Context: an optimization exercise on an open-source flow, tuned for small area. The choices shown serve that exercise and are no tape-out recipe. Where RTL was checked, it was by simulation tests only, not by an equivalence proof against the original. No functional check of the RTL was part of run 2. The flow treats the clock pin as an ideal source, which a real chip does not have.

[flow/standard.sh]
#!/bin/bash
# synth_recipe.tcl (not shown) runs the flow's synth.tcl, then flattens the netlist and writes it again
# the make line also repeats each setting of config.mk as NAME=value (left out here)
make -C /OpenROAD-flow-scripts/flow DESIGN_CONFIG=/design/flow/config.mk WORK_HOME=/design/flow/orfs CLKGATE_MAP_FILE= SYNTH_SCRIPT=/design/flow/synth_recipe.tcl "${@:-finish}"
[flow/flow/abc_area.script]
strash
dc2
dch -f
amap
topo
dnsize -c
[flow/design.v]
module FanController #(parameter CLOCK_FREQUENCY = 100) (
    input wire clk,
    input wire reset,
    input wire [3:0] microupcode,
    input wire signed [7:0] set_point,
    input wire signed [7:0] sensor1_temp,
    input wire signed [7:0] sensor2_temp,
    output wire [1:0] fan_status,
    output wire cooler_status,
    output wire [7:0] user_output
);
    localparam [3:0] ST_START = 0, ST_S1 = 1, ST_S2 = 2, ST_P3 = 3, ST_P4 = 4, ST_P5 = 5,
        ST_P6 = 6, ST_P7 = 7, ST_P8 = 8, ST_P9 = 11, ST_CHECK = 9, ST_COOL = 10;
    localparam CW = 7;  
    localparam [CW-1:0] FM1 = CLOCK_FREQUENCY - 1;
    reg [3:0] state;
    reg [CW-1:0] ccnt;
    wire ready = ccnt >= CLOCK_FREQUENCY;
    wire take = (state == ST_START) && ready;
    wire op_zero = (microupcode == 4'b0000);
    wire clr = (state == ST_CHECK) && op_zero;
    wire st_s1 = (state == ST_S1), st_s2 = (state == ST_S2);
    wire [CW-1:0] ccnt_inc;
    Inc #(CW) ccnt_adder (.a(ccnt), .s(ccnt_inc));
    wire [CW-1:0] ccnt_wrap;
    AddC #(CW) ccnt_sub (.a(ccnt), .b(~FM1), .cin(1'b1), .s(ccnt_wrap));  
    always @(posedge clk or posedge reset) begin
        if (reset) begin
            state <= ST_START;
            ccnt <= 0;
        end else begin
            ccnt <= take ? ccnt_wrap : ccnt_inc;
            case (state)
                ST_START: state <= ready ? ST_S1 : ST_CHECK;
                ST_S1: state <= ST_S2;
                ST_S2: state <= ST_P3;
                ST_P3: state <= ST_P4;
                ST_P4: state <= ST_P5;
                ST_P5: state <= ST_P6;
                ST_P6: state <= ST_P7;
                ST_P7: state <= ST_P8;
                ST_P8: state <= ST_P9;
                ST_P9: state <= ST_CHECK;
                ST_CHECK: state <= op_zero ? ST_START : ST_COOL;
                default: state <= ST_START;
            endcase
        end
    end
    reg [7:0] l1, l2;
    always @(posedge clk or posedge reset) begin
        if (reset) begin
            l1 <= 0; l2 <= 0;
        end else if (clr) begin
            l1 <= 0; l2 <= 0;
        end else begin
            if (st_s1) l1 <= sensor1_temp;
            if (st_s2) l2 <= sensor2_temp;
        end
    end
    reg [8*122-1:0] ring;
    wire wr1 = (ccnt == 50), wr2 = (ccnt == 51);
    always @(posedge clk)
        ring <= {ring[8*121-1:0], wr1 ? l1 : wr2 ? l2 : ring[8*121 +: 8]};
    reg [5:0] wcnt;
    wire [5:0] wcnt_inc;
    Inc #(6) wcnt_adder (.a(wcnt), .s(wcnt_inc));
    always @(posedge clk or posedge reset) begin
        if (reset) wcnt <= 0;
        else if (clr) wcnt <= 0;
        else if (wr1 && wcnt != 60) wcnt <= wcnt_inc;
    end
    wire v20 = wcnt >= 20, v40 = wcnt >= 40, v60 = wcnt == 60;
    reg [7:0] opnd;
    reg sub, ss;
    reg [1:0] grp, koff;
    always @(*) begin
        sub = 1'b1;
        ss = 1'b0;
        grp = 2'd0;
        koff = 2'd0;
        case (state)
            ST_S1: sub = 1'b0;
            ST_S2: begin sub = 1'b0; ss = 1'b1; end
            ST_P4: begin grp = 2'd0; koff = 2'd0; end
            ST_P5: begin grp = 2'd0; koff = 2'd1; ss = 1'b1; end
            ST_P6: begin grp = 2'd1; koff = 2'd2; end
            ST_P7: begin grp = 2'd1; koff = 2'd3; ss = 1'b1; end
            ST_P8: begin grp = 2'd2; koff = 2'd0; end
            default: begin grp = 2'd2; koff = 2'd1; ss = 1'b1; end
        endcase
    end
    wire [1:0] jit = ccnt[1:0] - koff;
    reg [7:0] tap;
    always @(*) begin
        case ({grp, jit})
            4'b0000: tap = ring[8*1 +: 8];
            4'b0001: tap = ring[8*2 +: 8];
            4'b0010: tap = ring[8*3 +: 8];
            4'b0100: tap = ring[8*51 +: 8];
            4'b0101: tap = ring[8*52 +: 8];
            4'b0110: tap = ring[8*53 +: 8];
            4'b1000: tap = ring[8*101 +: 8];
            4'b1001: tap = ring[8*102 +: 8];
            default: tap = ring[8*103 +: 8];
        endcase
        if (state == ST_S1) opnd = sensor1_temp;
        else if (state == ST_S2) opnd = sensor2_temp;
        else opnd = ~tap;
    end
    wire [8:0] y = {opnd[7], opnd};
    reg [7:0] q1_20, q2_20, q1_40, q2_40, q1_60, q2_60;
    reg [6:0] r1_20, r2_20, r1_40, r2_40, r1_60, r2_60;
    wire [7:0] n_q20, n_q40, n_q60;
    wire [6:0] n_r20, n_r40, n_r60;
    Upd120 u20 (.q(ss ? q2_20 : q1_20), .r(ss ? r2_20 : r1_20), .y(y), .cin(sub), .qn(n_q20), .rn(n_r20));
    Upd120 u40 (.q(ss ? q2_40 : q1_40), .r(ss ? r2_40 : r1_40), .y(y), .cin(sub), .qn(n_q40), .rn(n_r40));
    Upd120 u60 (.q(ss ? q2_60 : q1_60), .r(ss ? r2_60 : r1_60), .y(y), .cin(sub), .qn(n_q60), .rn(n_r60));
    wire ld1_20 = st_s1 || (state == ST_P4 && v20);
    wire ld2_20 = st_s2 || (state == ST_P5 && v20);
    wire ld1_40 = st_s1 || (state == ST_P6 && v40);
    wire ld2_40 = st_s2 || (state == ST_P7 && v40);
    wire ld1_60 = st_s1 || (state == ST_P8 && v60);
    wire ld2_60 = st_s2 || (state == ST_P9 && v60);
    always @(posedge clk or posedge reset) begin
        if (reset) begin
            q1_20 <= 0; q2_20 <= 0; q1_40 <= 0; q2_40 <= 0; q1_60 <= 0; q2_60 <= 0;
            r1_20 <= 0; r2_20 <= 0; r1_40 <= 0; r2_40 <= 0; r1_60 <= 0; r2_60 <= 0;
        end else if (clr) begin
            q1_20 <= 0; q2_20 <= 0; q1_40 <= 0; q2_40 <= 0; q1_60 <= 0; q2_60 <= 0;
            r1_20 <= 0; r2_20 <= 0; r1_40 <= 0; r2_40 <= 0; r1_60 <= 0; r2_60 <= 0;
        end else begin
            if (ld1_20) begin q1_20 <= n_q20; r1_20 <= n_r20; end
            if (ld2_20) begin q2_20 <= n_q20; r2_20 <= n_r20; end
            if (ld1_40) begin q1_40 <= n_q40; r1_40 <= n_r40; end
            if (ld2_40) begin q2_40 <= n_q40; r2_40 <= n_r40; end
            if (ld1_60) begin q1_60 <= n_q60; r1_60 <= n_r60; end
            if (ld2_60) begin q2_60 <= n_q60; r2_60 <= n_r60; end
        end
    end
    wire signed [7:0] a1, a2;
    Inc8If a1_inc (.a({q1_60[6:0], r1_60 >= 7'd60}), .c(q1_60[7] && r1_60 != 7'd0 && r1_60 != 7'd60), .s(a1));
    Inc8If a2_inc (.a({q2_60[6:0], r2_60 >= 7'd60}), .c(q2_60[7] && r2_60 != 7'd0 && r2_60 != 7'd60), .s(a2));
    reg [2:0] sel_held;
    wire [2:0] sel = (state == ST_CHECK && microupcode[3]) ? {microupcode[1:0], microupcode[2]} : sel_held;
    reg [7:0] dq;
    reg [6:0] dr;
    always @(*) begin
        case (sel[1:0])
            2'd0: begin dq = q1_40; dr = r1_40; end
            2'd1: begin dq = q2_40; dr = r2_40; end
            2'd2: begin dq = q1_20; dr = r1_20; end
            default: begin dq = q2_20; dr = r2_20; end
        endcase
    end
    wire is20 = sel[1];
    reg [2:0] df;
    reg dnz;
    always @(*) begin
        if (is20) begin
            df = (dr >= 100) ? 3'd5 : (dr >= 80) ? 3'd4 : (dr >= 60) ? 3'd3 : (dr >= 40) ? 3'd2 : (dr >= 20) ? 3'd1 : 3'd0;
            dnz = !(dr == 0 || dr == 20 || dr == 40 || dr == 60 || dr == 80 || dr == 100);
        end else begin
            df = (dr >= 80) ? 3'd2 : (dr >= 40) ? 3'd1 : 3'd0;
            dnz = !(dr == 0 || dr == 40 || dr == 80);
        end
    end
    wire [7:0] dq3;
    AddC #(8) dq3_add (.a(dq), .b({dq[6:0], 1'b0}), .cin(1'b0), .s(dq3));
    wire [7:0] avg_mid;
    AddC #(8) mid_add (.a(is20 ? {dq3[6:0], 1'b0} : dq3), .b({5'd0, df}), .cin(dq[7] && dnz), .s(avg_mid));
    reg [7:0] uo;
    always @(*) begin
        case (sel)
            3'd0: uo = l1;
            3'd1: uo = l2;
            3'd6: uo = a1;
            3'd7: uo = a2;
            default: uo = avg_mid;
        endcase
    end
    assign user_output = uo;
    wire a2_lt_s = SLt8(a2, set_point);
    wire a2_gt_s = SLt8(set_point, a2);
    wire a1_lt_s = SLt8(a1, set_point);
    wire a1_gt_s = SLt8(set_point, a1);
    wire [7:0] d;
    AddC #(8) dsub (.a(a2), .b(~a1), .cin(1'b1), .s(d));
    wire close = (d[7:2] == 6'b000000) || (d[7:2] == 6'b111111 && d[1:0] != 2'b00);
    reg [1:0] res_held;
    reg [1:0] res;
    always @(*) begin
        res = res_held;
        if (a2_lt_s) res = 0;
        else if (a2_gt_s && a1_gt_s) res = 1;
        else if (a2_gt_s && a1_lt_s) res = close ? 2 : 3;
    end
    reg [1:0] fan_held;
    reg cool_held;
    wire cool_state = (state == ST_COOL);
    assign fan_status = cool_state ? {res != 2'd2 && res != 2'd0, res == 2'd2} : fan_held;
    assign cooler_status = cool_state ? (res == 2'd1) : cool_held;
    always @(posedge clk or posedge reset) begin
        if (reset) begin
            sel_held <= 0; res_held <= 0; fan_held <= 0; cool_held <= 0;
        end else begin
            sel_held <= sel; res_held <= res; fan_held <= fan_status; cool_held <= cooler_status;
        end
    end
    function SLt8(input [7:0] a, input [7:0] b);
        integer i;
        reg c;
        begin
            c = 1'b1;
            for (i = 0; i < 7; i = i + 1)
                c = (a[i] & ~b[i]) | (a[i] & c) | (~b[i] & c);
            c = (~a[7] & b[7]) | (~a[7] & c) | (b[7] & c);
            SLt8 = ~c;
        end
    endfunction
endmodule
module AddC #(parameter W = 8) (
    input wire [W-1:0] a,
    input wire [W-1:0] b,
    input wire cin,
    output wire [W-1:0] s
);
    wire [W:0] c;
    assign c[0] = cin;
    genvar i;
    generate
        for (i = 0; i < W; i = i + 1) begin : bit_
            assign s[i] = a[i] ^ b[i] ^ c[i];
            assign c[i+1] = (a[i] & b[i]) | (c[i] & (a[i] ^ b[i]));
        end
    endgenerate
endmodule
module Inc #(parameter W = 8) (
    input wire [W-1:0] a,
    output wire [W-1:0] s
);
    wire [W:0] c;
    assign c[0] = 1'b1;
    genvar i;
    generate
        for (i = 0; i < W; i = i + 1) begin : bit_
            assign s[i] = a[i] ^ c[i];
            assign c[i+1] = a[i] & c[i];
        end
    endgenerate
endmodule
module Inc8If (
    input wire [7:0] a,
    input wire c,
    output wire [7:0] s
);
    wire [8:0] k;
    assign k[0] = c;
    genvar i;
    generate
        for (i = 0; i < 8; i = i + 1) begin : bit_
            assign s[i] = a[i] ^ k[i];
            assign k[i+1] = a[i] & k[i];
        end
    endgenerate
endmodule
module Upd120 (
    input wire [7:0] q,
    input wire [6:0] r,
    input wire [8:0] y,
    input wire cin,
    output wire [7:0] qn,
    output wire [6:0] rn
);
    wire [8:0] t;
    AddC #(9) add_r (.a({2'b0, r}), .b(y), .cin(cin), .s(t));
    wire neg = t[8];
    wire lt_m120 = (t[8:3] == 6'b110000);              
    wire ge_120 = !neg && (t[7] || t[6:3] == 4'b1111);  
    wire ge_240 = !neg && (t[7:4] == 4'b1111);          
    reg [2:0] k;
    always @(*) begin
        if (lt_m120) k = 3'b110;
        else if (neg) k = 3'b111;
        else if (ge_240) k = 3'b010;
        else if (ge_120) k = 3'b001;
        else k = 3'b000;
    end
    wire [3:0] rh;
    AddC #(4) add_rh (.a(t[6:3]), .b({k[2], k}), .cin(1'b0), .s(rh));
    assign rn = {rh, t[2:0]};
    AddC #(8) add_q (.a(q), .b({{5{k[2]}}, k}), .cin(1'b0), .s(qn));
endmodule
[flow/flow/run.sh]
#!/bin/bash
# Own flow: the standard layout, except that Yosys's technology mapping step runs ABC
# with an area-oriented script (flow/abc_area.script: dc2, dch, amap) in place of ORFS's
# abc_area.script. Everything else, including the registers, is the standard synthesis.
set -euo pipefail
W=$PWD

# Synthesis script: synth_recipe.tcl sourcing a copy of ORFS's synth.tcl whose abc call uses
# our ABC script
sed 's|^  log_cmd abc {\*}\$abc_args$|  set abc_args [lreplace $abc_args 1 1 '"$W"'/flow/abc_area.script]\n  log_cmd abc {*}$abc_args|' \
    "$FLOW_HOME/scripts/synth.tcl" > "$W/abc_synth.tcl"
grep -q 'flow/abc_area.script' "$W/abc_synth.tcl"
sed 's|^source \$::env(SCRIPTS_DIR)/synth.tcl$|source '"$W"'/abc_synth.tcl|' "$W/synth_recipe.tcl" > "$W/own_synth.tcl"
grep -q 'abc_synth.tcl' "$W/own_synth.tcl"
sed "s|SYNTH_SCRIPT=[^ ]*|SYNTH_SCRIPT=$W/own_synth.tcl|" "$W/standard.sh" > "$W/own_standard.sh"
grep -q 'own_synth.tcl' "$W/own_standard.sh"

bash "$W/own_standard.sh" synth > "$W/synth.log" 2>&1
bash "$W/standard.sh" > "$W/layout.log" 2>&1
test -f "$W/out/final.def"
[flow/constraint.sdc]
create_clock -name core_clock -period 125.0 [get_ports {clk}]
set_input_delay 25.0000 -clock core_clock [delete_from_list [all_inputs] [get_ports {clk}]]
set_output_delay 25.0000 -clock core_clock [all_outputs]
set_load 0.01 [all_outputs]
[flow/config.mk]
export PLATFORM = sky130hd
export DESIGN_NAME = FanController
export DESIGN_NICKNAME = FanController
export VERILOG_FILES = /design/flow/design.v
export SDC_FILE = /design/flow/constraint.sdc
export NUM_CORES = 4
export LEC_CHECK = 0
export ABC_AREA = 1
export CAP_MARGIN = 20
export CORE_MARGIN = 2
export CORE_UTILIZATION = 60
export CTS_BUF_LIST = sky130_fd_sc_hd__clkbuf_16
export CTS_CLUSTER_DIAMETER = 100
export CTS_CLUSTER_SIZE = 30
export PLACE_DENSITY = 0.7
export SLEW_MARGIN = 20
==> results of run 1 <==
## layer usage
layer	routed length (um)	vias to the layer above	GRT usage [%]
met5	0	-	0
met4	1800	0	7.85
met3	2840	98	3.69
met2	23600	413	33.6
met1	23300	7101	29.4
li1	-	7090	-
## critical path, stage by stage
cell and delay, ns:
clkdlybuf4s50_1 0.47, nor2b_1 0.28, clkinv_1 0.17, o22ai_1 0.13, buf_4 0.25, clkinv_1 0.54, nor2_1 0.72, clkinv_1 0.34
nor2_1 0.17, o32ai_1 0.16, clkinv_1 0.09, nand2_1 0.05, nor3_1 0.26, nand2_1 0.09, a31oi_1 0.15, a2111oi_0 0.11
fa_1 0.49, fa_1 0.47, fa_1 0.46, ha_1 0.20, ha_1 0.18, ha_1 0.20, ha_1 0.21, or2_0 0.22
a21oi_1 0.16, a31oi_1 0.08, clkdlybuf4s50_1 0.49
## flip-flops by register name (all words and copies together), names as in the netlist, 8 cells and up
register / flops
ring: 976
l1: 8
l2: 8
q1_20: 8
q1_40: 8
q1_60: 8
q2_20: 8
q2_40: 8
q2_60: 8
## how the worst min path moves through the flow
stage	startpoint	endpoint	slack, ns	cells past startpoint
3_5_place_dp	ring[6]$_DFF_P_	ring[14]$_DFF_P_	0.31	0
4_1_cts	ring[920]$_DFF_P_	ring[928]$_DFF_P_	0.32	0
3_3_place_gp	ring[478]$_DFF_P_	ring[486]$_DFF_P_	0.31	0
6_report	ring[920]$_DFF_P_	ring[928]$_DFF_P_	0.31	0
5_1_grt	ring[920]$_DFF_P_	ring[928]$_DFF_P_	0.33	0
2_1_floorplan	ring[92]$_DFF_P_	ring[100]$_DFF_P_	0.31	0
## stage by stage
stage	utilization (%)	hold WS, ns
after floorplan	-	0.310
after global placement	63.6	0.310
after detailed placement	63.6	0.312
after CTS	66.1	0.317
after global routing	66.1	0.329
final	66.1	0.312
## cell usage after synthesis, types with 2 or more instances
master     count  area share [%]
nand3_1       13            0.22
dfxtp_1      976              67
nand4_1        2           0.043
dfrtp_1      131              11
nor3b_1        2           0.052
or2_0         26            0.56
o31a_1         2           0.061
and3_1         7            0.15
a221oi_1      15            0.45
a222oi_1      13            0.45
nor3_1        22            0.38
a31oi_1       12            0.26
o22ai_1      144             3.1
a22oi_1       22            0.57
o22a_1         9            0.27
nand2_1       88             1.1
a2111oi_0      2           0.061
o21a_1        12            0.31
a211oi_1       9            0.23
o41ai_1        2           0.061
o31ai_1        3           0.078
o21ai_0       76             1.3
or3_1          3           0.065
a22o_1         2           0.061
a32oi_1        4            0.12
o221ai_1       3           0.091
o32ai_1        6            0.18
ha_1          42             1.8
nor2_1        98             1.3
nor4_1         5            0.11
nor2b_1        8            0.17
buf_1          3           0.039
fa_1          59             4.1
clkinv_1     183             2.4
a21oi_1       44            0.76
## layout make-up
class | instances | share of cell area (%)
clock inverters | 14 | 0.322
well taps | 615 | 2.44
flip-flops and latches | 1107 | 72.4
multi-input cells | 764 | 17.4
clock buffers | 44 | 3.50
inverters | 183 | 2.19
repair buffers | 60 | 1.75
## cell families (layout without fill, tap and decap cells)
group	count (synthesis)	in the layout	share of synthesized area (%)
DFF	1107	1107	78.8
AOI/OAI and AO/OA	385	385	8.61
buffers and inverters	186	301	2.41
and+or+nand+nor	277	277	4.26
adders and majority gates	101	101	5.89
xor gates and xnor gates	1	1	0.0303
==> results.toml, run 1 <==
[status]
run_status = "complete, no violations"

[setup_path]
worstSetupStartpointType = "primary input"
reg2regPathDepth = 41
cp-endpoint = "user_output[7]"
rr_endpoint = "q1_20[7]$_DFFE_PP0P_"
startpoint = "microupcode[3]"
timing.rr.start = "state[3]$_DFF_PP0_"
cp_max_fo = 21
cp-end-kind = "output pin"
rrSetupSlack_ns = 113.64
arrival_ns = 32.16
critPathKind = "primary input to output pin"
critPathRequiredTime_ns = 100.00

[place]
portBuffers = 40
hpwlAfterDp_um = 33700
gp_congestion = 0.914
place_worst_setup_slack_ns = 67.94
place_area_um2 = 30300
post-place-cells = 2729

[final_layout]
antenna_cells = 0
layout_commonest_cell = "dfxtp_1"
fin_cells = 2787
syn_to_final_growth_pct = 8.77
drive_gt1_share_pct = 3.41
fin_area_um2 = 31500
fillers = 3448
multiInputGateArea_um2 = 5470
final_cell_mix = "dfxtp_1, clkinv_1, o22ai_1"
nets = 2290
seqCellArea_um2 = 22800

[job]
maxCapViolCount = 0

[timing]
finalClockSkew_ns = 0.0401
slew_violations = 0
tightest_slew_ns = 1.11
maxSlewHeadroom_pct = 25.1
fin_tns_setup_ns = 0
fin_crit_ns = 57.16
fin_ws_ns = 67.84
rsz0062_at_grt = "false"
period_share_pct = 45.7
finalHoldViolations = 0
fmax_mhz = 17.5
finalSetupViolCount = 0

[worst_hold_path]
holdCritPathClass = "flip-flop to flip-flop"

[drt]
vias_per_cell = 5.28
route.detailed.drc = 0
ant_nets = 0
vias = 14700
dr.pass1.iters = 5
wirelength_um = 51500
drtIter0Drc = 1005
wl_per_cell_um = 18.5

[cts]
clk_pin_slew_ns = 0.11
clk_root_buffer_cell = "clkbuf_16"
post_cts_buffers = 0
clk_latency_ns = 0.61
cts_max_level = 2
clkSinkCount = 1107
cts_buffers = 43
hold_buffers = 0
cts_tree = "done"
cts_max_path_buffers = 3
ctsResizeCount = 0

[logic_synthesis]
yosys_warnings = 2
synth-edff-count = 0
ys_ff_latch = 1107
syn_area_um2 = 29000
async_flop_share_pct = 11.8
synth_area_per_cell_um2 = 14.1
syn_inst = 2057
syn-num-nets = 2188
ys.flop_type = "dfxtp_1"
yosysUniqueCellTypes = 44
yosysSeqAreaShare_pct = 78.8

[global_route]
grt_pass1_wl_um = 82300
overflow = 0
grt_pass1_vias = 14800
grt.total_usage_pct = 21.1
grt_max_degree = 75
antenna_found_initial = 1

[floorplan]
die-area_um2 = 50000
core_area_um2 = 47600
boundaryPins = 41
fp-row-count = 80
fp.dieW_um = 224
initial_utilization_pct = 60.8
die_h_um = 224
==> run 2: changes to the inputs <==
--- a/flow/design.v
+++ b/flow/design.v
@@ -109,11 +109,15 @@
     end
     wire [8:0] y = {opnd[7], opnd};
-    reg [7:0] q1_20, q2_20, q1_40, q2_40, q1_60, q2_60;
+    reg [5:0] q1_20, q2_20;
+    reg [6:0] q1_40, q2_40;
+    reg [7:0] q1_60, q2_60;
     reg [6:0] r1_20, r2_20, r1_40, r2_40, r1_60, r2_60;
-    wire [7:0] n_q20, n_q40, n_q60;
+    wire [5:0] n_q20;
+    wire [6:0] n_q40;
+    wire [7:0] n_q60;
     wire [6:0] n_r20, n_r40, n_r60;
-    Upd120 u20 (.q(ss ? q2_20 : q1_20), .r(ss ? r2_20 : r1_20), .y(y), .cin(sub), .qn(n_q20), .rn(n_r20));
-    Upd120 u40 (.q(ss ? q2_40 : q1_40), .r(ss ? r2_40 : r1_40), .y(y), .cin(sub), .qn(n_q40), .rn(n_r40));
-    Upd120 u60 (.q(ss ? q2_60 : q1_60), .r(ss ? r2_60 : r1_60), .y(y), .cin(sub), .qn(n_q60), .rn(n_r60));
+    Upd120 #(6) u20 (.q(ss ? q2_20 : q1_20), .r(ss ? r2_20 : r1_20), .y(y), .cin(sub), .qn(n_q20), .rn(n_r20));
+    Upd120 #(7) u40 (.q(ss ? q2_40 : q1_40), .r(ss ? r2_40 : r1_40), .y(y), .cin(sub), .qn(n_q40), .rn(n_r40));
+    Upd120 #(8) u60 (.q(ss ? q2_60 : q1_60), .r(ss ? r2_60 : r1_60), .y(y), .cin(sub), .qn(n_q60), .rn(n_r60));
     wire ld1_20 = st_s1 || (state == ST_P4 && v20);
     wire ld2_20 = st_s2 || (state == ST_P5 && v20);
@@ -147,8 +151,8 @@
     always @(*) begin
         case (sel[1:0])
-            2'd0: begin dq = q1_40; dr = r1_40; end
-            2'd1: begin dq = q2_40; dr = r2_40; end
-            2'd2: begin dq = q1_20; dr = r1_20; end
-            default: begin dq = q2_20; dr = r2_20; end
+            2'd0: begin dq = {q1_40[6], q1_40}; dr = r1_40; end
+            2'd1: begin dq = {q2_40[6], q2_40}; dr = r2_40; end
+            2'd2: begin dq = {{2{q1_20[5]}}, q1_20}; dr = r1_20; end
+            default: begin dq = {{2{q2_20[5]}}, q2_20}; dr = r2_20; end
         endcase
     end
@@ -264,10 +268,10 @@
     endgenerate
 endmodule
-module Upd120 (
-    input wire [7:0] q,
+module Upd120 #(parameter QW = 8) (
+    input wire [QW-1:0] q,
     input wire [6:0] r,
     input wire [8:0] y,
     input wire cin,
-    output wire [7:0] qn,
+    output wire [QW-1:0] qn,
     output wire [6:0] rn
 );
@@ -289,4 +293,4 @@
     AddC #(4) add_rh (.a(t[6:3]), .b({k[2], k}), .cin(1'b0), .s(rh));
     assign rn = {rh, t[2:0]};
-    AddC #(8) add_q (.a(q), .b({{5{k[2]}}, k}), .cin(1'b0), .s(qn));
-endmodule
+    AddC #(QW) add_q (.a(q), .b({{(QW-3){k[2]}}, k}), .cin(1'b0), .s(qn));
+endmodule
--- a/flow/flow/run.sh
+++ b/flow/flow/run.sh
@@ -17,4 +17,5 @@
 
 bash "$W/own_standard.sh" synth > "$W/synth.log" 2>&1
+export CTS_ARGS="-sink_clustering_enable -repair_clock_nets -buf_list sky130_fd_sc_hd__clkbuf_16 -sink_clustering_size 30 -sink_clustering_max_diameter 100 -dont_use_dummy_load"
 bash "$W/standard.sh" > "$W/layout.log" 2>&1
 test -f "$W/out/final.def"
==> flow/flow/abc_area.script (replaced) <==
strash
dc2
dch -f
amap -F 20 -A 20
topo
dnsize -c
==> run 2 against run 1 <==
Effect of this change: still clean on timing, DRC and antenna; count of clock-buffer cells in the layout decreased by 1; clock skew grew 0.033 ns; largest cell class unchanged.
==> results.toml, run 2 <==
[timing]
maxSlewHeadroom_pct = 32.9
finalHoldViolations = 0
fmax_mhz = 17.4
period_share_pct = 46.0
rsz0062_at_grt = "false"
fin_tns_setup_ns = 0
tightest_slew_ns = 1.01
whs_ns = 0.296
fin_crit_ns = 57.50
slew_violations = 0
finalSetupViolCount = 0
finalClockSkew_ns = 0.0730

[global_route]
overflow = 0
grt_max_degree = 71
antenna_found_initial = 3
grt.total_usage_pct = 20.9
grt_pass1_vias = 14200
grt_pass1_wl_um = 79600

[logic_synthesis]
yosysTopAreaCellShare_pct = 68.3
yosysUniqueCellTypes = 43
synth_common_cells = "dfxtp_1, clkinv_1, o22ai_1, dfrtp_1, nor2_1"
ys.flop_type = "dfxtp_1"
synth_area_per_cell_um2 = 14.1
syn_area_um2 = 28600
syn-num-nets = 2156
synth.area.top_cells = "dfxtp_1, dfrtp_1, fa_1"
yosys_warnings = 4
synth_area_leader_cell = "dfxtp_1"
ys_ff_latch = 1101
post-synth-top-count-cell = "dfxtp_1"
synth-edff-count = 0
yosysSeqAreaShare_pct = 79.2
syn_inst = 2027
async_flop_share_pct = 11.4

[final_layout]
final_cell_mix = "dfxtp_1, clkinv_1, o22ai_1"
syn_to_final_growth_pct = 8.37
final_core_util_pct = 65.3
drive_gt1_share_pct = 2.96
nets = 2257
top_register = "ring"
layout_commonest_cell = "dfxtp_1"
largest_reg_flops = 976

[worst_hold_path]
holdCritPathClass = "flip-flop to flip-flop"

[status]
run_status = "complete, no violations"

[drt]
ant_nets = 0
vias_per_cell = 5.27
drtIter0Drc = 1448
dr.pass1.iters = 6
wirelength_um = 51200
route.detailed.drc = 0
wl_per_cell_um = 18.7
vias = 14400

[setup_path]
critPathKind = "primary input to output pin"
arrival_ns = 32.50
critPathRequiredTime_ns = 100.00
cp_max_fo = 19
worstSetupStartpointType = "primary input"
cp-end-kind = "output pin"

[floorplan]
initial_utilization_pct = 60.3
die_h_um = 222
boundaryPins = 41
fp.dieW_um = 222
fp-row-count = 80
die-area_um2 = 49400
core_area_um2 = 47400

[cts]
clk_pin_slew_ns = 0.10
cts_tree = "done"
cts_max_level = 2
cts_buffers = 43
cts_max_path_buffers = 3
post_cts_buffers = 0
clk_latency_ns = 0.60
ctsResizeCount = 0
clkSinkCount = 1101
hold_buffers = 0
clk_root_buffer_cell = "clkbuf_16"

[job]
maxCapViolCount = 0

[place]
hpwlAfterDp_um = 33800
portBuffers = 40
gp_congestion = 0.909
==> run 2: cells by family (layout without fill, tap and decap cells) <==
logic type | Yosys count | after routing | synth area share [%]
AO/OA/AOI/OAI | 380 | 380 | 8.59
XOR/XNOR | 1 | 1 | 0.0306
adder cells (fa/ha/maj) | 99 | 99 | 5.80
buffers and inverters | 199 | 298 | 2.61
flip-flops | 1101 | 1101 | 79.2
other | 0 | 2 | 0
AND/OR/NAND/NOR | 247 | 247 | 3.74
==> run 2: worst paths after layout <==
path / cells past startpoint / slack, ns / start / endpoint
worst min register to register: 0 / 0.30 / ring[860]$_DFF_P_ / ring[868]$_DFF_P_
worst max register to register: 44 / 114.05 / state[0]$_DFF_PP0_ / q1_60[7]$_DFFE_PP0P_
worst min-delay path: 0 / 0.30 / ring[860]$_DFF_P_ / ring[868]$_DFF_P_
min in group asynchronous: 2 / 24.88 / reset / q2_20[3]$_DFFE_PP0P_
max in group asynchronous: 3 / 98.64 / reset / cool_held$_DFF_PP0_
worst max-delay path: 24 / 67.50 / microupcode[3] / user_output[7]
==> run 2: worst max-delay path: stages <==
cell,delay [ns]
clkdlybuf4s50_1,0.47
nor2b_1,0.26
clkinv_1,0.16
o22ai_1,0.14
buf_4,0.27
clkinv_1,0.43
nor2_1,0.59
a222oi_1,0.20
o22ai_1,0.54
clkinv_1,0.29
nor4_1,0.60
a311oi_1,0.17
o21ai_0,0.20
a31oi_1,0.09
fa_1,0.48
fa_1,0.47
fa_1,0.43
ha_1,0.21
ha_1,0.20
ha_1,0.19
ha_1,0.21
xnor2_1,0.14
o221ai_1,0.17
clkdlybuf4s50_1,0.59
==> run 2: per-stage QoR <==
step	cell area [um^2]	cells	worst slack (ns)
after floorplan	28600	2027	69.04
after global placement	29900	2697	67.68
after detailed placement	29900	2697	67.58
after CTS	31000	2740	67.54
after global routing	31000	2741	66.99
final	31000	2743	67.50
==> run 2: layout make-up <==
cell class | count | area (um^2)
clock buffers | 43 | 1080
diodes | 2 | 5.00
fillers | 3456 | 16400
well taps | 615 | 769
repair buffers | 58 | 543
flip-flops and latches | 1101 | 22700
multi-input cells | 727 | 5200
inverters | 197 | 742
==> run 2: routing by layer <==
layer  share of wire, %  vias to the layer above  global-route usage [%]
li1                   -                     6970                       -
met1                 49                     6939                    31.5
met2                 41                      458                    30.3
met3                7.0                       80                    4.32
met4                2.9                        0                    7.34
met5                  0                        -                       0
==> run 3: changes to the inputs <==
--- a/flow/design.v
+++ b/flow/design.v
@@ -11,5 +11,5 @@
 );
     localparam [3:0] ST_START = 0, ST_S1 = 1, ST_S2 = 2, ST_P3 = 3, ST_P4 = 4, ST_P5 = 5,
-        ST_P6 = 6, ST_P7 = 7, ST_P8 = 8, ST_P9 = 11, ST_CHECK = 9, ST_COOL = 10;
+        ST_P6 = 6, ST_P7 = 7, ST_P8 = 8, ST_P9 = 9, ST_CHECK = 10, ST_COOL = 11;
     localparam CW = 7;  
     localparam [CW-1:0] FM1 = CLOCK_FREQUENCY - 1;
--- a/flow/flow/run.sh
+++ b/flow/flow/run.sh
@@ -3,4 +3,5 @@
 # with an area-oriented script (flow/abc_area.script: dc2, dch, amap) in place of ORFS's
 # abc_area.script. Everything else, including the registers, is the standard synthesis.
+# Clock tree synthesis takes the same settings as config.mk gives it, without dummy loads.
 set -euo pipefail
 W=$PWD
--- a/flow/config.mk
+++ b/flow/config.mk
@@ -9,8 +9,8 @@
 export CAP_MARGIN = 20
 export CORE_MARGIN = 2
-export CORE_UTILIZATION = 60
+export CORE_UTILIZATION = 50
 export CTS_BUF_LIST = sky130_fd_sc_hd__clkbuf_16
 export CTS_CLUSTER_DIAMETER = 100
 export CTS_CLUSTER_SIZE = 30
-export PLACE_DENSITY = 0.7
+export PLACE_DENSITY = 0.6
 export SLEW_MARGIN = 20
==> run 3 against run 2 <==
Effect of this change: critical path type unchanged; still clean; design area increased by 0.62%; critical endpoint unchanged; global-route usage is 4.4 points lower; clock skew grew 0.0083 ns; critical path depth up 1.
==> results.toml, run 3 <==
[status]
run_status = "complete, no violations"

[global_route]
overflow = 0
grt_pass1_vias = 13900
antenna_found_initial = 1
grt_max_degree = 64
grt_pass1_wl_um = 77000
grt.total_usage_pct = 16.5

[cts]
clkSinkCount = 1101
cts_max_level = 2
cts_max_path_buffers = 3
cts_buffers = 44
ctsResizeCount = 0
clk_pin_slew_ns = 0.10
hold_buffers = 0
cts_tree = "done"
post_cts_buffers = 0
clk_latency_ns = 0.62
clk_root_buffer_cell = "clkbuf_16"

[drt]
vias = 14200
wirelength_um = 48600
route.detailed.drc = 0
ant_nets = 0
dr.pass1.iters = 8
drtIter0Drc = 1185
wl_per_cell_um = 16.9
vias_per_cell = 4.95

[floorplan]
fp-row-count = 87
fp.dieW_um = 243
die_h_um = 243
die-area_um2 = 59100
core_area_um2 = 56500
boundaryPins = 41
initial_utilization_pct = 50.6

[final_layout]
antenna_cells = 0
drive_gt1_share_pct = 3.07
final_core_util_pct = 55.2
final_cell_mix = "dfxtp_1, clkinv_1, o22ai_1"
top_register = "ring"
largest_reg_flops = 976
syn_to_final_growth_pct = 9.08
nets = 2250
layout_commonest_cell = "dfxtp_1"

[timing]
finalHoldViolations = 0
maxSlewHeadroom_pct = 39.6
rsz0062_at_grt = "false"
slew_violations = 0
finalSetupViolCount = 0
finalClockSkew_ns = 0.0813
fmax_mhz = 17.5
tightest_slew_ns = 0.898
fin_crit_ns = 57.04
fin_tns_setup_ns = 0
period_share_pct = 45.6

[setup_path]
arrival_ns = 32.04
cp_num_buf_inv = 6
crit_family = "buffers and inverters"
cp-end-kind = "output pin"
critPathRequiredTime_ns = 100.00
critPathMostFrequentCell = "ha_1"
slowest_stage = "o21ai_0"
critPathKind = "primary input to output pin"
cp_max_fo = 19
worstSetupStartpointType = "primary input"
critPathMaxStageDelay_ns = 0.67

[logic_synthesis]
syn_inst = 2018
yosysUniqueCellTypes = 41
synth_area_per_cell_um2 = 14.2
yosys_warnings = 4
ys.flop_type = "dfxtp_1"
syn-num-nets = 2147
yosysSeqAreaShare_pct = 79.3
synth_area_leader_cell = "dfxtp_1"
synth-edff-count = 0
ys_ff_latch = 1101
post-synth-top-count-cell = "dfxtp_1"
synth.area.top_cells = "dfxtp_1, dfrtp_1, fa_1"
yosysTopAreaCellShare_pct = 68.3
synth_common_cells = "dfxtp_1, clkinv_1, o22ai_1, dfrtp_1, nor2_1"
syn_area_um2 = 28600
async_flop_share_pct = 11.4

[job]
maxCapViolCount = 0

[place]
gp_congestion = 0.882
portBuffers = 40
hpwlAfterDp_um = 32600

[worst_hold_path]
holdCritPathClass = "flip-flop to flip-flop"
[run 3: cell count changes in the layout (fill, tap and decap cells not counted), moves of 4 or more]
cell,before,now
a222oi_1,24,29
nor4_1,9,5
a211o_1,0,5
o221ai_1,10,6
o22ai_1,138,142
o21ai_0,86,77
nand2_1,89,83
a21oi_1,52,47
[run 3: cell type report]
class	count	area (um^2)
fill	4630	25300
sequential	1101	22700
multi-input combinational	721	5210
clock buffer	44	1100
tap	756	946
inverter	194	731
timing repair buffer	59	543
[run 3: final timing paths]
path	start	endpoint	slack, ns	cells after the start
hold reg to reg	ring[931]$_DFF_P_	ring[939]$_DFF_P_	0.29	0
max in group asynchronous	reset	q2_60[2]$_DFFE_PP0P_	98.65	3
setup / recovery	microupcode[3]	user_output[7]	67.96	25
min in group asynchronous	reset	q2_20[5]$_DFFE_PP0P_	24.88	2
hold / removal	ring[931]$_DFF_P_	ring[939]$_DFF_P_	0.29	0
setup reg to reg	state[1]$_DFF_PP0_	q2_60[7]$_DFFE_PP0P_	113.46	42
[run 3: worst reg2reg max path: cells and delay by family (launching register included)]
family | cells | cell delay, ns
buf+inv | 10 | 1.79
compound gates | 11 | 2.79
fa+ha+maj | 14 | 4.79
simple gates | 7 | 1.47
flops | 1 | 0.55
[run 3: through the flow]
step / setup slack (ns) / cell area, um^2 / hold slack (ns) / instances
detailed placement: 67.99 / 30100 / 0.312 / 2831
global placement: 68.22 / 30100 / 0.310 / 2831
CTS: 67.98 / 31200 / 0.279 / 2875
finish: 67.96 / 31200 / 0.289 / 2875
floorplan: 69.42 / 28600 / 0.310 / 2018
global route: 67.51 / 31200 / 0.282 / 2875
[run 3: cells by family (layout without fill, tap and decap cells)]
group,after synthesis,count (layout),share of synthesized area [%]
simple gates,249,249,3.80
flops,1101,1101,79.3
fa+ha+maj,99,99,5.80
buf+inv,196,297,2.57
compound gates,373,373,8.57
[run 3: metal layers]
metal  vias to the layer above  wire, um  part of all wire (%)  global-route usage [%]
li1                       6951         -                     -                       -
met1                      6847     23700                    49                    24.5
met2                       345     20600                    42                    24.3
met3                        91      2740                   5.6                    2.96
met4                         0      1560                   3.2                    6.17
met5                         -         0                     0                       0
==> run 4: changes to the inputs <==
--- a/flow/config.mk
+++ b/flow/config.mk
@@ -9,8 +9,8 @@
 export CAP_MARGIN = 20
 export CORE_MARGIN = 2
-export CORE_UTILIZATION = 50
+export CORE_UTILIZATION = 60
 export CTS_BUF_LIST = sky130_fd_sc_hd__clkbuf_16
 export CTS_CLUSTER_DIAMETER = 100
 export CTS_CLUSTER_SIZE = 30
-export PLACE_DENSITY = 0.6
+export PLACE_DENSITY = 0.7
 export SLEW_MARGIN = 20
==> run 4 against run 3 <==
Effect of this change: non-clock buffer count stayed put; first-iteration DRC count is 16% lower; count of clock-buffer cells in the layout is 1 lower; critical path type unchanged.
==> results.toml, run 4 <==
[logic_synthesis]
synth.area.top_cells = "dfxtp_1, dfrtp_1, fa_1"
synth_common_cells = "dfxtp_1, clkinv_1, o22ai_1, dfrtp_1, nor2_1"
synth-edff-count = 0
syn_inst = 2018
yosysTopAreaCellShare_pct = 68.3
ys.flop_type = "dfxtp_1"
synth_area_per_cell_um2 = 14.2
yosys_warnings = 4
syn_area_um2 = 28600
async_flop_share_pct = 11.4
ys_ff_latch = 1101
yosysSeqAreaShare_pct = 79.3
synth_area_leader_cell = "dfxtp_1"
syn-num-nets = 2147
post-synth-top-count-cell = "dfxtp_1"
yosysUniqueCellTypes = 41

[final_layout]
final_cell_mix = "dfxtp_1, clkinv_1, o22ai_1"
antenna_cells = 0
syn_to_final_growth_pct = 8.31
top_register = "ring"
fin_area_um2 = 31000
nets = 2249
layout_commonest_cell = "dfxtp_1"
drive_gt1_share_pct = 2.97
largest_reg_flops = 976
fillers = 3326

[drt]
wirelength_um = 52000
dr.max_layer_used = "met4"
wl_per_cell_um = 19.1
drtIter0Drc = 992
met2_length_um = 23200
route.detailed.drc = 0
vias = 14400
ant_nets = 0
dr.pass1.iters = 7
wl_met1_um = 24800
wl_met3_um = 2530
vias_per_cell = 5.29

[timing]
fin_ws_ns = 67.90
finalClockSkew_ns = 0.0832
period_share_pct = 45.7
finalSetupViolCount = 0
fmax_mhz = 17.5
rsz0062_at_grt = "false"
tightest_slew_ns = 0.920
whs_ns = 0.259
finalHoldViolations = 0
slew_violations = 0
maxSlewHeadroom_pct = 38.7
fin_crit_ns = 57.10
fin_tns_setup_ns = 0

[floorplan]
boundaryPins = 41
fp.dieW_um = 222
initial_utilization_pct = 61.2
die-area_um2 = 49400
core_area_um2 = 46800
die_h_um = 222
fp-row-count = 79

[cts]
clk_pin_slew_ns = 0.10
clk_root_buffer_cell = "clkbuf_16"
cts_buffers = 43
post_cts_buffers = 0
cts_tree = "done"
clkSinkCount = 1101
cts_max_level = 2
ctsResizeCount = 0
cts_max_path_buffers = 3
clk_latency_ns = 0.63
hold_buffers = 0

[global_route]
overflow = 0
grt_pass1_vias = 14600
grt_max_degree = 83
antenna_found_initial = 2
grt_pass1_wl_um = 82500
grt.total_usage_pct = 21.5

[setup_path]
crit_family = "adder cells"
path_cells = "clkdlybuf4s50_1 -> nand4_1 -> clkinv_1 -> o22ai_1 -> buf_4 -> nor2_1 -> clkinv_1 -> o21ai_0 -> clkinv_1 -> or2_0 -> nor2b_1 -> o21ai_0 -> o31ai_1 -> nor3_1 -> fa_1 -> fa_1 -> fa_1 -> ha_1 -> ha_1 -> ha_1 -> ha_1 -> a211o_1 -> clkdlybuf4s50_1"
critPathMostFrequentCell = "ha_1"
cp_num_buf_inv = 6
critPathKind = "primary input to output pin"
critPathRequiredTime_ns = 100.00
cp_max_fo = 19
cp-end-kind = "output pin"
arrival_ns = 32.10
worstSetupStartpointType = "primary input"
slowest_stage = "o21ai_0"
critPathMaxStageDelay_ns = 0.74

[status]
run_status = "complete, no violations"

[place]
place_worst_setup_slack_ns = 67.87
portBuffers = 40
hpwlAfterDp_um = 34300
gp_congestion = 0.898
place_area_um2 = 29900

[worst_hold_path]
holdCritPathClass = "flip-flop to flip-flop"

[job]
maxCapViolCount = 0
run 4: cell type report:
class	instances	area, um^2	area share [%]
Multi-Input combinational cell	721	5190	16.8
Sequential cell	1101	22700	73.2
Inverter	194	731	2.36
Clock buffer	43	1080	3.47
Timing Repair Buffer	59	547	1.77
Tap cell	607	759	2.45
run 4: worst paths after layout:
| check | startpoint | to | slack [ns] | depth (start not counted) |
|---|---|---|---|---|
| max | microupcode[3] | user_output[6] | 67.90 | 23 |
| min | ring[605]$_DFF_P_ | ring[613]$_DFF_P_ | 0.26 | 0 |
| max reg2reg | state[1]$_DFF_PP0_ | q2_60[7]$_DFFE_PP0P_ | 113.28 | 43 |
| min reg2reg | ring[605]$_DFF_P_ | ring[613]$_DFF_P_ | 0.26 | 0 |
| max in group asynchronous | reset | q2_60[2]$_DFFE_PP0P_ | 98.89 | 3 |
| min in group asynchronous | reset | sel_held[2]$_DFF_PP0_ | 24.79 | 2 |
run 4: cell families (layout without fill, tap and decap cells):
| logic type | Yosys count | count (layout) | synth area share [%] |
|---|---|---|---|
| AOI/OAI and AO/OA | 373 | 373 | 8.57 |
| adders and majority gates | 99 | 99 | 5.80 |
| buffers and inverters | 196 | 296 | 2.57 |
| DFF | 1101 | 1101 | 79.3 |
| and+or+nand+nor | 249 | 249 | 3.80 |
run 4: through the flow:
stage	util [%]	std cells
4_1_cts	66.2	2725
2_1_floorplan	-	2018
6_report	66.3	2725
5_1_grt	66.3	2725
3_3_place_gp	63.9	2682
3_5_place_dp	63.9	2682
run 4: routing by layer:
layer	track usage (%)	vias to the layer above
met4	6.87	0
met3	3.03	80
met2	33.3	359
met1	31.7	7026
li1	-	6956
met5	0	-
==> run 5: changes to the inputs <==
--- a/flow/flow/run.sh
+++ b/flow/flow/run.sh
@@ -3,5 +3,6 @@
 # with an area-oriented script (flow/abc_area.script: dc2, dch, amap) in place of ORFS's
 # abc_area.script. Everything else, including the registers, is the standard synthesis.
-# Clock tree synthesis takes the same settings as config.mk gives it, without dummy loads.
+# Clock tree synthesis takes the same settings as config.mk gives it, without dummy loads,
+# and the port buffers are the smallest buffer, buf_1.
 set -euo pipefail
 W=$PWD
@@ -19,4 +20,5 @@
 bash "$W/own_standard.sh" synth > "$W/synth.log" 2>&1
 export CTS_ARGS="-sink_clustering_enable -repair_clock_nets -buf_list sky130_fd_sc_hd__clkbuf_16 -sink_clustering_size 30 -sink_clustering_max_diameter 100 -dont_use_dummy_load"
+export BUFFER_PORTS_ARGS="-buffer_cell sky130_fd_sc_hd__buf_1"
 bash "$W/standard.sh" > "$W/layout.log" 2>&1
 test -f "$W/out/final.def"
==> run 5 against run 4 <==
Effect of this change: largest cell class unchanged; still clean on timing, DRC and antenna; critical endpoint unchanged; sequential cell count unchanged; clock skew down 0.0086 ns; synthesized cell count unchanged; die area unchanged; non-clock buffer count down 3; via count down 0.96%; critical path type unchanged.
==> results.toml, run 5 <==
[status]
run_status = "complete, no violations"

[job]
maxCapViolCount = 0

[worst_hold_path]
holdCritPathClass = "flip-flop to flip-flop"
min-delay-start = "ring[886]$_DFF_P_"

[final_layout]
antenna_cells = 0
fillers = 3341
largest_reg_flops = 976
final_cell_mix = "dfxtp_1, clkinv_1, o22ai_1"
layout_commonest_cell = "dfxtp_1"
top_register = "ring"
drive_gt1_share_pct = 2.88
syn_to_final_growth_pct = 7.37
nets = 2246
fin_cells = 2722

[logic_synthesis]
synth-edff-count = 0
async_flop_share_pct = 11.4
syn_inst = 2018
synth_area_per_cell_um2 = 14.2
ys.flop_type = "dfxtp_1"
yosysSeqAreaShare_pct = 79.3
ys_ff_latch = 1101
synth_common_cells = "dfxtp_1, clkinv_1, o22ai_1, dfrtp_1, nor2_1"
yosysUniqueCellTypes = 41
syn-num-nets = 2147
yosysTopAreaCellShare_pct = 68.3
synth.area.top_cells = "dfxtp_1, dfrtp_1, fa_1"
post-synth-top-count-cell = "dfxtp_1"
synth_area_leader_cell = "dfxtp_1"
syn_area_um2 = 28600
yosys_warnings = 4

[timing]
maxSlewHeadroom_pct = 24.2
fin_tns_setup_ns = 0
fmax_mhz = 17.7
fin_crit_ns = 56.37
finalHoldViolations = 0
slew_violations = 0
rsz0062_at_grt = "false"
tightest_slew_ns = 1.13
finalSetupViolCount = 0
period_share_pct = 45.1
fin_ws_ns = 68.63
whs_ns = 0.303
finalClockSkew_ns = 0.0746

[cts]
ctsResizeCount = 0
cts_max_path_buffers = 3
post_cts_buffers = 0
clkSinkCount = 1101
hold_buffers = 0
clk_pin_slew_ns = 0.10
cts_max_level = 2
clk_latency_ns = 0.60
cts_tree = "done"
clk_root_buffer_cell = "clkbuf_16"
cts_buffers = 43

[global_route]
grt_max_degree = 77
grt_pass1_wl_um = 81200
overflow = 0
antenna_found_initial = 3
grt_pass1_vias = 14500
grt.total_usage_pct = 21.1

[floorplan]
fp.dieW_um = 222
fp-row-count = 79
initial_utilization_pct = 61.2
die_h_um = 222
die-area_um2 = 49400
boundaryPins = 41
core_area_um2 = 46800

[drt]
wirelength_um = 50900
drtIter0Drc = 1266
ant_nets = 0
vias_per_cell = 5.25
vias = 14300
route.detailed.drc = 0
dr.pass1.iters = 8
wl_per_cell_um = 18.7

[place]
post-place-cells = 2679
gp_congestion = 0.856
place_worst_setup_slack_ns = 68.64
portBuffers = 40
hpwlAfterDp_um = 33300

[setup_path]
cp_max_fo = 19
timing.rr.start = "state[1]$_DFF_PP0_"
startpoint = "microupcode[3]"
worstSetupStartpointType = "primary input"
critPathRequiredTime_ns = 100.00
arrival_ns = 31.37
cp-end-kind = "output pin"
critPathKind = "primary input to output pin"
## run 5: cell counts after synthesis
No cell type changed its count.
## run 5: path summary, 6_finish.rpt
check	endpoint	cells after the start	slack, ns
setup / recovery	user_output[6]	23	68.63
hold / removal	ring[894]$_DFF_P_	0	0.30
setup reg to reg	q2_60[7]$_DFFE_PP0P_	42	113.05
hold reg to reg	ring[894]$_DFF_P_	0	0.30
max in group asynchronous	q1_60[3]$_DFFE_PP0P_	3	99.25
min in group asynchronous	sel_held[2]$_DFF_PP0_	2	24.47
## run 5: layer usage
layer,part of all wire (%),track usage (%)
met5,0,0
met4,2.6,6.60
met3,5.8,3.83
met2,44,32.4
met1,47,30.9
## run 5: metrics by stage
step	utilization (%)	instance area [um^2]
3_3_place_gp	63.4	29600
6_report	65.7	30700
4_1_cts	65.7	30700
5_1_grt	65.7	30700
3_5_place_dp	63.4	29600
2_1_floorplan	-	28600
## run 5: worst max-delay path, stage by stage
cell	delay, ns
buf_1	0.10
nand4_1	0.18
clkinv_1	0.13
o22ai_1	0.08
buf_4	0.21
nor2_1	0.71
clkinv_1	0.59
o21ai_0	0.71
clkinv_1	0.22
or2_0	0.28
nor2b_1	0.21
o21ai_0	0.13
o31ai_1	0.09
nor3_1	0.11
fa_1	0.48
fa_1	0.46
fa_1	0.43
ha_1	0.19
ha_1	0.18
ha_1	0.20
ha_1	0.30
a211o_1	0.25
buf_1	0.13
## run 5: kinds of logic after synthesis
logic type | count (synthesis) | share of synthesized area (%)
flip-flops | 1101 | 79.3
AND/OR/NAND/NOR | 249 | 3.80
AO/OA/AOI/OAI | 373 | 8.57
buffers and inverters | 196 | 2.57
adder cells (fa/ha/maj) | 99 | 5.80
## run 5: final cells by class
class | count | area [um^2] | share of cell area (%)
clock buffers | 43 | 1080 | 3.50
inverters | 194 | 731 | 2.38
multi-input cells | 721 | 5200 | 16.9
flip-flops and latches | 1101 | 22700 | 73.8
well taps | 607 | 759 | 2.47
repair buffers | 56 | 274 | 0.892
==> run 6: changes to the inputs <==
--- a/flow/config.mk
+++ b/flow/config.mk
@@ -13,4 +13,5 @@
 export CTS_CLUSTER_DIAMETER = 100
 export CTS_CLUSTER_SIZE = 30
+export GPL_TIMING_DRIVEN = 0
 export PLACE_DENSITY = 0.7
 export SLEW_MARGIN = 20
==> run 6 against run 5 <==
Effect of this change: design area up 0.15%; worst hold slack worse by 0.0081 ns; non-clock buffer count down 4; global-route usage down 1.6 points; critical path type unchanged; count of clock-buffer cells in the layout down 1; largest cell class unchanged; register-to-register slack better by 0.09 ns; maximum frequency down 1.3%; highest routed layer unchanged; sequential cell count unchanged.
==> results.toml, run 6 <==
[setup_path]
reg2regPathDepth = 42
critPathMaxStageDelay_ns = 0.94
critPathKind = "primary input to output pin"
critPathMostFrequentCell = "ha_1"
cp_max_fo = 19
rrSetupSlack_ns = 113.14
slowest_stage = "nor2_1"
worstSetupStartpointType = "primary input"
path_cells = "buf_1 -> nand4_1 -> clkinv_1 -> o22ai_2 -> nor2_1 -> clkinv_1 -> o21ai_0 -> clkinv_1 -> or2_0 -> nor2b_1 -> o21ai_0 -> o31ai_1 -> nor3_1 -> fa_1 -> fa_1 -> fa_1 -> ha_1 -> ha_1 -> ha_1 -> ha_1 -> a211o_1 -> buf_1"
critPathRequiredTime_ns = 100.00
arrival_ns = 32.12
cp-end-kind = "output pin"

[job]
maxCapViolCount = 0

[final_layout]
nets = 2241
multiInputGateArea_um2 = 5260
syn_to_final_growth_pct = 7.54
top_register = "ring"
fin_area_um2 = 30800
drive_gt1_share_pct = 2.99
seqCellArea_um2 = 22700
final_core_util_pct = 65.8
antenna_cells = 0
final_cell_mix = "dfxtp_1, clkinv_1, o22ai_1"
largest_reg_flops = 976
fillers = 3367
layout_commonest_cell = "dfxtp_1"

[cts]
cts_max_level = 2
cts_max_path_buffers = 3
cts_tree = "done"
clkSinkCount = 1101
post_cts_buffers = 0
hold_buffers = 0
clk_latency_ns = 0.59
clk_pin_slew_ns = 0.10
clk_root_buffer_cell = "clkbuf_16"
ctsResizeCount = 0
cts_buffers = 42

[drt]
ant_nets = 0
wirelength_um = 47600
dr.pass1.iters = 5
wl_per_cell_um = 17.5
drtIter0Drc = 1189
vias_per_cell = 5.28
vias = 14300
route.detailed.drc = 0

[worst_hold_path]
holdCritPathClass = "flip-flop to flip-flop"
hold_depth = 0

[logic_synthesis]
ys_ff_latch = 1101
yosysTopAreaCellShare_pct = 68.3
syn-num-nets = 2147
synth-xor-area-share_pct = 0
synth.area.top_cells = "dfxtp_1, dfrtp_1, fa_1"
yosys.area_share.simple_pct = 3.80
synth_mux_area_share_pct = 0
synth_common_cells = "dfxtp_1, clkinv_1, o22ai_1, dfrtp_1, nor2_1"
synth_area_leader_cell = "dfxtp_1"
syn_area_um2 = 28600
yosys.area_share.adder_pct = 5.80
yosysSeqAreaShare_pct = 79.3
yosys_warnings = 4
syn_inst = 2018
post-synth-top-count-cell = "dfxtp_1"
synth-edff-count = 0
synth_top_family_by_area = "compound AO/OA/AOI/OAI gates"
ys.flop_type = "dfxtp_1"
yosysUniqueCellTypes = 41
async_flop_share_pct = 11.4
synth-compound-area-share_pct = 8.57
synth_area_per_cell_um2 = 14.2

[global_route]
antenna_found_initial = 1
grt.total_usage_pct = 19.5
overflow = 0
grt_pass1_vias = 14100
grt_max_degree = 83
grt_pass1_wl_um = 76000

[floorplan]
boundaryPins = 41
fp-row-count = 79
die_h_um = 222
die-area_um2 = 49400
core_area_um2 = 46800
fp.dieW_um = 222
initial_utilization_pct = 61.2

[timing]
finalClockSkew_ns = 0.0493
tightest_slew_ns = 1.12
rsz0062_at_grt = "false"
whs_ns = 0.295
fmax_mhz = 17.5
period_share_pct = 45.7
fin_tns_setup_ns = 0
maxSlewHeadroom_pct = 25.0
fin_crit_ns = 57.12
finalHoldViolations = 0
slew_violations = 0
finalSetupViolCount = 0

[place]
place_area_um2 = 29700
portBuffers = 40
hpwlAfterDp_um = 31600
gp_congestion = 0.912

[status]
run_status = "complete, no violations"
[run 6: metrics by stage]
stage | setup slack (ns) | instances
3_3_place_gp | 67.64 | 2665
5_1_grt | 67.51 | 2717
3_5_place_dp | 68.02 | 2675
2_1_floorplan | 69.42 | 2018
6_report | 67.88 | 2717
4_1_cts | 68.02 | 2717
[run 6: worst paths after layout]
path | from | end
max in group asynchronous | reset | q1_60[3]$_DFFE_PP0P_
min reg2reg | ring[891]$_DFF_P_ | ring[899]$_DFF_P_
min | ring[891]$_DFF_P_ | ring[899]$_DFF_P_
max | microupcode[3] | user_output[6]
max reg2reg | state[1]$_DFF_PP0_ | q2_60[7]$_DFFE_PP0P_
min in group asynchronous | reset | q2_20[5]$_DFFE_PP0P_
[run 6: critical path: cells and delay by family]
family / cells / cell delay (ns)
and+or+nand+nor: 5 / 1.80
adders and majority gates: 7 / 2.32
buffers and inverters: 5 / 1.50
AOI/OAI and AO/OA: 5 / 1.48
[run 6: cell type report]
cell class | count | area share, %
buffer | 2 | 0.0244
inverter | 194 | 2.39
tap | 607 | 2.47
sequential | 1101 | 73.7
multi-input combinational | 721 | 17.1
clock buffer | 42 | 3.42
timing repair buffer | 50 | 0.895
[run 6: cell families after synthesis]
family / Yosys count
compound gates: 373
fa+ha+maj: 99
flops: 1101
buf+inv: 196
simple gates: 249
[run 6: routing by layer]
| metal | vias to the layer above | track usage, % | wire (um) |
|---|---|---|---|
| li1 | 6954 | - | - |
| met1 | 6885 | 29.4 | 23200 |
| met2 | 423 | 28.6 | 19900 |
| met3 | 85 | 3.60 | 2940 |
| met4 | 0 | 6.95 | 1540 |
| met5 | - | 0 | 0 |
==> run 7: changes to the inputs <==
--- a/flow/flow/run.sh
+++ b/flow/flow/run.sh
@@ -19,5 +19,5 @@
 
 bash "$W/own_standard.sh" synth > "$W/synth.log" 2>&1
-export CTS_ARGS="-sink_clustering_enable -repair_clock_nets -buf_list sky130_fd_sc_hd__clkbuf_16 -sink_clustering_size 30 -sink_clustering_max_diameter 100 -dont_use_dummy_load"
+export CTS_ARGS="-sink_clustering_enable -repair_clock_nets -buf_list sky130_fd_sc_hd__clkbuf_8 -sink_clustering_size 20 -sink_clustering_max_diameter 80 -dont_use_dummy_load"
 export BUFFER_PORTS_ARGS="-buffer_cell sky130_fd_sc_hd__buf_1"
 bash "$W/standard.sh" > "$W/layout.log" 2>&1
--- a/flow/config.mk
+++ b/flow/config.mk
@@ -13,5 +13,4 @@
 export CTS_CLUSTER_DIAMETER = 100
 export CTS_CLUSTER_SIZE = 30
-export GPL_TIMING_DRIVEN = 0
 export PLACE_DENSITY = 0.7
 export SLEW_MARGIN = 20
==> run 7 against run 6 <==
Effect of this change: design area fell by 0.60%; sequential cell count did not move; count of clock-buffer cells in the layout rose by 26; die area did not move; critical path depth rose by 1; worst setup slack improved by 0.69 ns; wire length rose by 5.1%; largest cell class unchanged; highest routed layer unchanged.
==> results.toml, run 7 <==
[logic_synthesis]
yosysTopAreaCellShare_pct = 68.3
ys.flop_type = "dfxtp_1"
post-synth-top-count-cell = "dfxtp_1"
yosys_warnings = 4
synth-edff-count = 0
synth_area_leader_cell = "dfxtp_1"
syn-num-nets = 2147
yosysUniqueCellTypes = 41
ys_ff_latch = 1101
syn_area_um2 = 28600
yosysSeqAreaShare_pct = 79.3
synth.area.top_cells = "dfxtp_1, dfrtp_1, fa_1"
async_flop_share_pct = 11.4
synth_area_per_cell_um2 = 14.2
synth_common_cells = "dfxtp_1, clkinv_1, o22ai_1, dfrtp_1, nor2_1"
syn_inst = 2018

[setup_path]
rr_endpoint = "q1_60[7]$_DFFE_PP0P_"
rrSetupSlack_ns = 113.14
cp-end-kind = "output pin"
startpoint = "microupcode[3]"
cp_max_fo = 19
timing.rr.start = "state[1]$_DFF_PP0_"
critPathRequiredTime_ns = 100.00
worstSetupStartpointType = "primary input"
arrival_ns = 31.43
critPathKind = "primary input to output pin"
reg2regPathDepth = 42
cp-endpoint = "user_output[6]"

[global_route]
grt_pass1_wl_um = 79700
grt.total_usage_pct = 20.9
antenna_found_initial = 3
overflow = 0
grt_pass1_vias = 14500
grt_max_degree = 77

[cts]
cts_max_level = 3
clkSinkCount = 1101
cts_tree = "done"
post_cts_buffers = 0
cts_max_path_buffers = 3
ctsResizeCount = 0
cts_buffers = 68
clk_root_buffer_cell = "clkbuf_8"
hold_buffers = 0
clk_pin_slew_ns = 0.11
clk_latency_ns = 0.71

[floorplan]
initial_utilization_pct = 61.2
core_area_um2 = 46800
die_h_um = 222
boundaryPins = 41
die-area_um2 = 49400
fp-row-count = 79
fp.dieW_um = 222

[drt]
drtIter0Drc = 1220
dr.pass1.iters = 6
vias = 14500
ant_nets = 0
vias_per_cell = 5.26
route.detailed.drc = 0
wl_per_cell_um = 18.2
wirelength_um = 50000

[timing]
finalHoldViolations = 0
fin_crit_ns = 56.43
fin_tns_setup_ns = 0
tightest_slew_ns = 1.12
finalSetupViolCount = 0
period_share_pct = 45.1
maxSlewHeadroom_pct = 24.8
slew_violations = 0
finalClockSkew_ns = 0.105
rsz0062_at_grt = "false"
fmax_mhz = 17.7

[final_layout]
final_cell_mix = "dfxtp_1, clkinv_1, o22ai_1"
fin_cells = 2748
layout_commonest_cell = "dfxtp_1"
nets = 2271
final_core_util_pct = 65.4
drive_gt1_share_pct = 4.02
syn_to_final_growth_pct = 6.89
largest_reg_flops = 976
fin_area_um2 = 30600
top_register = "ring"

[status]
run_status = "complete, no violations"

[place]
gp_congestion = 0.856
post-place-cells = 2679
portBuffers = 40
place_area_um2 = 29600
hpwlAfterDp_um = 33300

[worst_hold_path]
holdCritPathClass = "flip-flop to flip-flop"

[job]
maxCapViolCount = 0
## run 7: cell count changes in the layout (fill, tap and decap cells not counted), sizes merged
cell,delta
clkinv,-1
buf,+4
clkbuf,+26
diode,+1
inv,+1
## run 7: cells by family after synthesis
logic type / after synthesis / synth area share [%]
DFF: 1101 / 79.3
AOI/OAI and AO/OA: 373 / 8.57
and+or+nand+nor: 249 / 3.80
buffers and inverters: 196 / 2.57
adders and majority gates: 99 / 5.80
## run 7: how the worst min path moves through the flow
| stage | startpoint | slack, ns | endpoint | depth (start not counted) |
|---|---|---|---|---|
| after floorplan | ring[92]$_DFF_P_ | 0.31 | ring[100]$_DFF_P_ | 0 |
| after global placement | ring[438]$_DFF_P_ | 0.31 | ring[446]$_DFF_P_ | 0 |
| after detailed placement | ring[148]$_DFF_P_ | 0.31 | ring[156]$_DFF_P_ | 0 |
| after CTS | ring[364]$_DFF_P_ | 0.27 | ring[372]$_DFF_P_ | 0 |
| after global routing | ring[364]$_DFF_P_ | 0.28 | ring[372]$_DFF_P_ | 0 |
| final | ring[364]$_DFF_P_ | 0.28 | ring[372]$_DFF_P_ | 0 |
## run 7: routing by layer
metal	up-vias	GRT usage (%)	wire [um]
li1	6981	-	-
met1	7002	30.7	24000
met2	375	30.8	21600
met3	99	4.52	2920
met4	0	7.11	1470
met5	-	0	0
## run 7: layout make-up
cell class,instances,area (um^2)
antenna,1,2.50
tap,607,759
timing repair buffer,56,274
multi-input combinational,721,5200
clock buffer,68,936
fill,3402,16200
inverter,194,731
sequential,1101,22700
## run 7: per-stage QoR
stage | worst slack (ns) | hold WS (ns)
finish | 68.57 | 0.275
global placement | 68.72 | 0.310
detailed placement | 68.64 | 0.312
floorplan | 69.42 | 0.310
CTS | 68.63 | 0.273
global route | 67.93 | 0.277
## run 7: critical path: stages
cell and delay, ns:
buf_1 0.10, nand4_1 0.18, clkinv_1 0.13, o22ai_1 0.08, buf_4 0.21, nor2_1 0.71, clkinv_1 0.59, o21ai_0 0.75
clkinv_1 0.24, or2_0 0.28, nor2b_1 0.21, o21ai_0 0.13, o31ai_1 0.09, nor3_1 0.11, fa_1 0.48, fa_1 0.46
fa_1 0.43, ha_1 0.19, ha_1 0.18, ha_1 0.20, ha_1 0.30, a211o_1 0.25, buf_1 0.13

==> port drivers added, routing unchanged <==
No port has a modelled driver above. Below, the same layouts with a new extraction and two added sets of constraints.
Step 1 (the two cells are an assumption about what drives the block):
set clk [get_ports {clk}]
set_driving_cell -lib_cell sky130_fd_sc_hd__clkbuf_16 $clk
set_driving_cell -lib_cell sky130_fd_sc_hd__buf_2 [delete_from_list [all_inputs] $clk]
Step 2 moves the port delays by t, midway between the first and last clock arrival at a register: inputs arrive t later, outputs are due t later. That takes back most of the time a late clock gives input paths.
Slacks: no drivers / after step 1 / after step 2; pairs: no drivers / after step 1.
run	shift t [ns]	setup WS [ns]	pins driven straight from the clock port
run 1	0.648	67.840 / 67.817 / 67.817	1
run 2	0.625	67.502 / 67.474 / 67.474	1
run 3	0.637	67.956 / 67.922 / 67.922	1
run 4	0.633	67.896 / 67.871 / 67.871	1
run 5	0.623	68.630 / 68.606 / 68.606	1
run 6	0.618	67.883 / 67.859 / 67.859	1
run 7	0.697	68.572 / 68.547 / 68.547	1
After both steps setup and hold are still met in every run listed. The setup slack of run 3, which loses most, moves by -0.034 ns with the drivers and by -0.034 ns with both steps.
